This design comes from an exercise in tuning for small area on the open sky130 flow, not from production work.
In this exercise RTL edits were held to simulation tests only and were not proved equivalent to the original.
Power and IR drop assume default switching activity.

### design/flow/run.sh
#!/bin/bash
# synth_recipe.tcl (not shown) runs the flow's synth.tcl, then flattens the netlist and writes it again
# the make line also repeats each setting of config.mk as NAME=value (left out here)
make -C /OpenROAD-flow-scripts/flow DESIGN_CONFIG=/design/flow/config.mk WORK_HOME=/design/flow/orfs CLKGATE_MAP_FILE= SYNTH_SCRIPT=/design/flow/synth_recipe.tcl finish
### design/flow/config.mk
export PLATFORM = sky130hd
export DESIGN_NAME = Act3_RPCalculator
export DESIGN_NICKNAME = Act3_RPCalculator
export VERILOG_FILES = /design/flow/design.v
export SDC_FILE = /design/flow/constraint.sdc
export NUM_CORES = 4
export LEC_CHECK = 0
export ABC_AREA = 1
export CAP_MARGIN = 20
export CORE_MARGIN = 2
export CORE_UTILIZATION = 55
export SLEW_MARGIN = 20
### design/flow/constraint.sdc
create_clock -name core_clock -period 7.0 [get_ports {clk}]
set_input_delay 1.4000 -clock core_clock [delete_from_list [all_inputs] [get_ports {clk}]]
set_output_delay 1.4000 -clock core_clock [all_outputs]
set_load 0.01 [all_outputs]
### design/flow/design.v
module rpn_debounce #(parameter DELAY = 10) (
        input  logic clk, rst, PB,
        output logic pressed_pulse,
        output logic pressed_status
    );
    localparam W = $clog2(DELAY + 4);
    localparam logic [W-1:0] S_PRESSED  = DELAY + 1;
    localparam logic [W-1:0] S_STABLE   = DELAY + 2;
    localparam logic [W-1:0] S_RELEASED = DELAY + 3;
    logic sync_aux, sync;
    logic [W-1:0] s;
    always_ff @(posedge clk) begin
        if (rst) begin
            sync_aux <= 1'b0;
            sync     <= 1'b0;
            s        <= '0;
        end else begin
            sync_aux <= PB;
            sync     <= sync_aux;
            if (s == S_STABLE)        s <= sync ? S_STABLE : S_RELEASED;
            else if (s == S_RELEASED) s <= '0;
            else                      s <= sync ? s + 1'b1 : '0;
        end
    end
    assign pressed_pulse  = (s == S_PRESSED);
    assign pressed_status = (s == S_STABLE);
endmodule
module Act3_RPCalculator #(parameter N_debouncer = 10) (
        input  logic        clk, resetN,
        input  logic        Enter, Undo, DisplayFormat,
        input  logic [15:0] DataIn,
        output logic [3:0]  Flags,
        output logic [7:0]  CurrentState,
        output logic [6:0]  Segments,
        output logic [4:0]  Anodes
    );
    logic reset_aux, reset;
    always_ff @(posedge clk) begin
        reset_aux <= ~resetN;
        reset     <= reset_aux;
    end
    logic enter_p, undo_p, fmt;
    rpn_debounce #(N_debouncer) db_enter (.clk(clk), .rst(reset), .PB(Enter),
        .pressed_pulse(enter_p), .pressed_status());
    rpn_debounce #(N_debouncer) db_undo  (.clk(clk), .rst(reset), .PB(Undo),
        .pressed_pulse(undo_p), .pressed_status());
    rpn_debounce #(N_debouncer) db_fmt   (.clk(clk), .rst(reset), .PB(DisplayFormat),
        .pressed_pulse(), .pressed_status(fmt));
    logic [7:0] st, st_n;
    localparam WA = 0, LA = 1, WB = 2, LB = 3, WO = 4, LO = 5, LR = 6, SR = 7;
    always_comb begin
        st_n = '0;
        st_n[WA] = (st[WA] & ~enter_p) | (st[WB] & ~enter_p & undo_p) | (st[SR] & enter_p);
        st_n[LA] = st[WA] & enter_p;
        st_n[WB] = st[LA] | (st[WB] & ~enter_p & ~undo_p) | (st[WO] & ~enter_p & undo_p);
        st_n[LB] = st[WB] & enter_p;
        st_n[WO] = st[LB] | (st[WO] & ~enter_p & ~undo_p) | (st[SR] & ~enter_p & undo_p);
        st_n[LO] = st[WO] & enter_p;
        st_n[LR] = st[LO];
        st_n[SR] = st[LR] | (st[SR] & ~enter_p & ~undo_p);
    end
    always_ff @(posedge clk) begin
        if (reset) st <= 8'b0000_0001;
        else       st <= st_n;
    end
    assign CurrentState = st;
    logic [15:0] A, B;
    logic [1:0]  Op;
    always_ff @(posedge clk) begin
        if (st[LA]) A  <= DataIn;
        if (st[LB]) B  <= DataIn;
        if (st[LO]) Op <= DataIn[1:0];
    end
    logic [15:0] R;
    logic        cN, cZ, cC, cV;
    logic [16:0] sum;
    logic        sub;
    assign sub = (Op == 2'd1);
    assign sum = {1'b0, A} + {1'b0, B ^ {16{sub}}} + {16'd0, sub};
    always_comb begin
        case (Op)
            2'd0, 2'd1: R = sum[15:0];
            2'd2:       R = A | B;
            default:    R = A & B;
        endcase
        cN = R[15];
        cZ = (R == 16'd0);
        cC = 1'b0;
        cV = 1'b0;
        if (Op == 2'd0) begin
            cC = sum[16];
            cV = (R[15] & ~A[15] & ~B[15]) | (~R[15] & A[15] & B[15]);
        end else if (Op == 2'd1) begin
            cC = sum[16] & (B != 16'd0);
            cV = (R[15] & ~A[15] & B[15]) | (~R[15] & A[15] & ~B[15]);
        end
    end
    always_ff @(posedge clk) begin
        if (reset)       Flags <= 4'd0;
        else if (st[LR]) Flags <= {cN, cZ, cC, cV};
    end
    logic [15:0] disp;
    assign disp = st[SR] ? R : DataIn;
    logic [15:0] prev;
    always_ff @(posedge clk) begin
        if (reset) prev <= 16'd0;
        else       prev <= disp;
    end
    logic update;
    assign update = (prev != disp);
    logic [5:0] cnt;
    logic       t_wait, t_load;
    logic       cidle;
    assign cidle = (cnt == 6'd0);
    always_ff @(posedge clk) begin
        if (reset) begin
            t_wait <= 1'b0;
            t_load <= 1'b0;
            cnt    <= 6'd0;
        end else begin
            t_wait <= (~t_wait & update) | (t_wait & ~cidle);
            t_load <= t_wait & cidle;
            cnt    <= cnt + {5'd0, (~cidle | t_load)};
        end
    end
    logic [17:0] sh;
    logic        bit_in;
    logic [17:0] sh_a3;
    assign bit_in = cnt[5] & disp[~cnt[4:1]];
    function automatic logic [3:0] add3(input logic [3:0] d);
        add3 = (d >= 4'd5) ? d + 4'd3 : d;
    endfunction
    assign sh_a3 = {sh[17:16], add3(sh[15:12]), add3(sh[11:8]), add3(sh[7:4]), add3(sh[3:0])};
    always_ff @(posedge clk) begin
        if (cnt[5] & ~cnt[0]) sh <= sh_a3;
        else                  sh <= {sh[16:0], bit_in};
    end
    logic [18:0] bcd;
    always_ff @(posedge clk) begin
        if (reset)             bcd <= 19'd0;
        else if (cnt == 6'd63) bcd <= {sh, disp[0]};
    end
    logic [2:0] sel;
    always_ff @(posedge clk) begin
        if (reset) sel <= 3'd0;
        else       sel <= sel + 3'd1;
    end
    logic [3:0] dig;
    always_comb begin
        case (sel)
            3'd0:    dig = fmt ? bcd[3:0]   : disp[3:0];
            3'd1:    dig = fmt ? bcd[7:4]   : disp[7:4];
            3'd2:    dig = fmt ? bcd[11:8]  : disp[11:8];
            3'd3:    dig = fmt ? bcd[15:12] : disp[15:12];
            3'd4:    dig = fmt ? {1'b0, bcd[18:16]} : 4'd0;
            default: dig = 4'd0;
        endcase
    end
    always_comb begin
        case (dig)
            4'h0: Segments = 7'b100_0000;
            4'h1: Segments = 7'b111_1001;
            4'h2: Segments = 7'b010_0100;
            4'h3: Segments = 7'b011_0000;
            4'h4: Segments = 7'b001_1001;
            4'h5: Segments = 7'b001_0010;
            4'h6: Segments = 7'b000_0010;
            4'h7: Segments = 7'b111_1000;
            4'h8: Segments = 7'b000_0000;
            4'h9: Segments = 7'b001_1000;
            4'ha: Segments = 7'b000_1000;
            4'hb: Segments = 7'b000_0011;
            4'hc: Segments = 7'b100_0110;
            4'hd: Segments = 7'b010_0001;
            4'he: Segments = 7'b000_0110;
            default: Segments = 7'b000_1110;
        endcase
    end
    always_comb begin
        Anodes = 5'b11111;
        case (sel)
            3'd0: Anodes = 5'b11110;
            3'd1: Anodes = 5'b11101;
            3'd2: Anodes = 5'b11011;
            3'd3: Anodes = 5'b10111;
            3'd4: Anodes = 5'b01111;
            default: Anodes = 5'b11111;
        endcase
    end
endmodule
==> results.txt <==
layout by cell type, fill, tap and decap left out, drive strengths merged:
master         netlist  final
clkinv               3      8
ha                  47     47
nand4                9      9
fa                   1      1
clkinvlp             0      1
nor2               110    110
inv                152    154
a22o                 2      2
xor2                20     20
or2                  3      3
xnor2               10     10
a22oi                1      1
clkbuf              19     24
o211ai               2      2
o22ai                1      1
clkdlybuf4s50        0     44
a31oi                1      1
a21o                 1      1
and2                 1      1
nand3              120    120
nor3                 6      6
buf                 12      4
o2111ai              2      2
o21ai               90     90
nand3b               8      8
dfxtp               78     78
nor4                 4      4
edfxtp              52     52
o31ai                1      1
nand2              268    268
a21oi               67     67
layer usage:
layer / global-route usage (%) / share of wire, % / wire length [um]
met3: 5.40 / 6.1 / 1210
met2: 43.6 / 46 / 8970
met4: 11.0 / 2.9 / 570
met5: 0 / 0 / 0
met1: 35.4 / 45 / 8940
state kept, by name, summed over array words and instances (netlist names), 2 cells and up:
signal      count
sh             18
st              8
A              16
Op              2
db_enter.s      4
db_undo.s       4
db_fmt.s        4
bcd            19
B              16
sel             3
prev           16
cnt             6
Flags           4
worst max path at each step:
stage               cells past startpoint   from  slack, ns           to
global placement                       21  Op[1]       1.24  Segments[3]
CTS                                    23  Op[1]       0.68  Segments[3]
finish                                 23  Op[1]       0.65  Segments[3]
global route                           22  Op[1]       0.24  Segments[3]
floorplan                              23  Op[0]       2.22  Segments[3]
detailed placement                     23  Op[1]       1.15  Segments[3]
cell type report:
type | count | area, sq um | share of cell area [%]
clock inverter | 8 | 48.8 | 0.542
inverter | 155 | 582 | 6.46
sequential | 130 | 3120 | 34.7
tap | 180 | 225 | 2.50
clock buffer | 24 | 514 | 5.71
multi-input combinational | 775 | 4040 | 44.9
timing repair buffer | 48 | 470 | 5.22
where the power goes:
part	switching [mW]	internal, mW
Sequential	0.0166	0.803
Combinational	0.131	0.0944
Clock	0.314	0.512
Total	0.461	1.41
through the flow:
stage,hold slack [ns],std cells
after global routing,0.339,1320
after CTS,0.328,1320
final,0.325,1320
after global placement,0.311,1288
after detailed placement,0.317,1288
after floorplan,0.310,1091
cell families (layout without fill, tap and decap cells):
logic type | count (synthesis) | after routing | synth area share, %
AO/OA/AOI/OAI | 168 | 168 | 11.1
XOR/XNOR | 30 | 30 | 3.33
adder cells (fa/ha/maj) | 48 | 48 | 7.72
buffers and inverters | 186 | 235 | 9.08
flip-flops | 130 | 130 | 39.6
AND/OR/NAND/NOR | 529 | 529 | 29.1
worst register-to-register path: cells and delay by family (launching register included):
kind / cells / cell delay (ns)
flops: 1 / 0.47
buf+inv: 2 / 0.61
simple gates: 13 / 1.72
compound gates: 1 / 0.13
fa+ha+maj: 1 / 0.45
xor+xnor: 1 / 0.23
==> out/metrics.cfg <==
[outcome]
status=timing/DRC/antenna clean

[sta]
timing_hold_violations_final=0
clock.fmax_mhz=157
worst_slack_ns=0.649
setup_viol=0
report.final.slew_viol_count=0
fin_tns_setup_ns=0
fin_crit_sh_pct=90.7
worst-slew-pin-transition_ns=0.988
rsz0062_at_grt=no
period_needed_ns=6.35
clock_skew_ns=0.0180
slew_headroom_pct=34.0

[yosys]
synthTopCellsByCount=nand2_1 (263), inv_1 (148), nand3_1 (112)
yosysSeqAreaShare_pct=39.6
async_flop_share_pct=0
synth.ff_latch_count=130
yosysMostFrequentCell=nand2_1
syn_nets=1160
synth_edf_count=52
yosys.area.top_type_share_pct=19.8
synth_warnings=2
ys_types=39
yosys.area.top_type=dfxtp_1
avgSynthCellArea_sq_um=7.22
synth.cell_area_sq_um=7880
synthCells=1091
yosys-top-cells-area=dfxtp_1 (20%), edfxtp_1 (20%), nand2_1 (13%)
synth_ff_type=dfxtp_1

[power_and_ir_drop]
power.total_mw=1.87
ir_drop_v=0.000176
p_leak_nw=4.21
power_density_nw_per_um2=208

[global_route]
antenna_found_initial=0
overflow=0
track_usage_pct=27.0
grt_max_degree=44
grt_pass1_vias=6453
grt_pass1_wl_um=31400

[worst_setup_path]
rrSetupSlack_ns=3.24
r2r_cells=18
cp_common_cell=nand2_1
cp_cell_sequence=inv_2 -> nand2_8 -> xnor2_1 -> ha_1 -> nand2_1 -> inv_1 -> a21oi_1 -> nand2_1 -> nand3_1 -> nand2_1 -> nand2_1 -> nand3_1 -> nand3_1 -> nand3_1 -> nand2_1 -> inv_2 -> nor2_2 -> inv_1 -> ha_1 -> o21ai_0 -> nand2_1 -> nand2_1 -> clkdlybuf4s50_1
arrival_ns=4.95
startpoint_type=flip-flop
worst-path-buf-inv=5
critPathKind=flip-flop to output port
crit_path_max_incr_delay_ns=0.52
cp.required_ns=5.60
r2r-start=Op[1]
r2r_end=t_wait
slowest_stage=clkdlybuf4s50_1
crit_fanout=30
critPathTopFamily=simple AND/OR/NAND/NOR gates
endpoint_kind=output port

[drt]
drc_errors=0
wl_um=19700
first_pass_iters=7
wl_per_cell_um=14.9
ant_nets=0
vias=6994
drt_iter0_drc=447
via_per_inst=5.30

[clock_tree]
post_cts_buffers=0
cts_resized=0
cts_sinks=130
cts-root-buf=clkbuf_16
cts_tree=yes
worst_skew_pair.late_latency_ns=0.42
htreeDepth=4
hold_buffers=0
clock_path_buffers=2
cts_buffers=17
path_clk_slew_ns=0.06

[flow_run]
maxCapViolations=0

[floorplanning]
design.core.area_sq_um=13900
dieArea_sq_um=15300
initial_utilization_pct=56.6
die_y_um=124
die_w_um=124
rows=43
io_pins=45

[worst_hold_path]
hold_path.startpoint=reset_aux
worstHoldPathCells=0
holdPathEnd=reset
min_path_type=flip-flop to flip-flop

[final_layout]
final_nets=1196
num_antenna_cells=0
area_growth_pct=14.3
fillers=1270
drive_above_1_share_pct=5.09
fin_util_pct=64.6
stdcell_area_sq_um=9010

[place]
gp_congestion=0.927
io_buffers=44
post-place-ws_ns=1.15
hpwl_um=14800
placed_area_sq_um=8440

## static timing again, ports no longer ideal
The flow's constraints put no driver on any port. The routed layout listed below was extracted and timed again, unchanged, in two steps. Step 1 (the two cells are an assumption about what drives the block):
set clk [get_ports {clk}]
set_driving_cell -lib_cell sky130_fd_sc_hd__clkbuf_16 $clk
set_driving_cell -lib_cell sky130_fd_sc_hd__buf_2 [delete_from_list [all_inputs] $clk]
Step 2 adds t to the input delays and takes it off the output delays; t is the mean of the earliest and latest rising clock arrival at the registers after step 1. Input paths then give back, and output paths get back, about the clock's delay inside the block. Three values: ideal, step 1, step 2; two values: the first two.
t, ns: 0.456
setup WS [ns]: 0.649 / 0.604 / 1.060
worst register clock-pin slew, ns: 0.06 / 0.06
After both steps setup and hold are still met in this run. For this run, drivers alone change the setup slack by -0.045 ns; drivers and shift together by +0.411 ns.
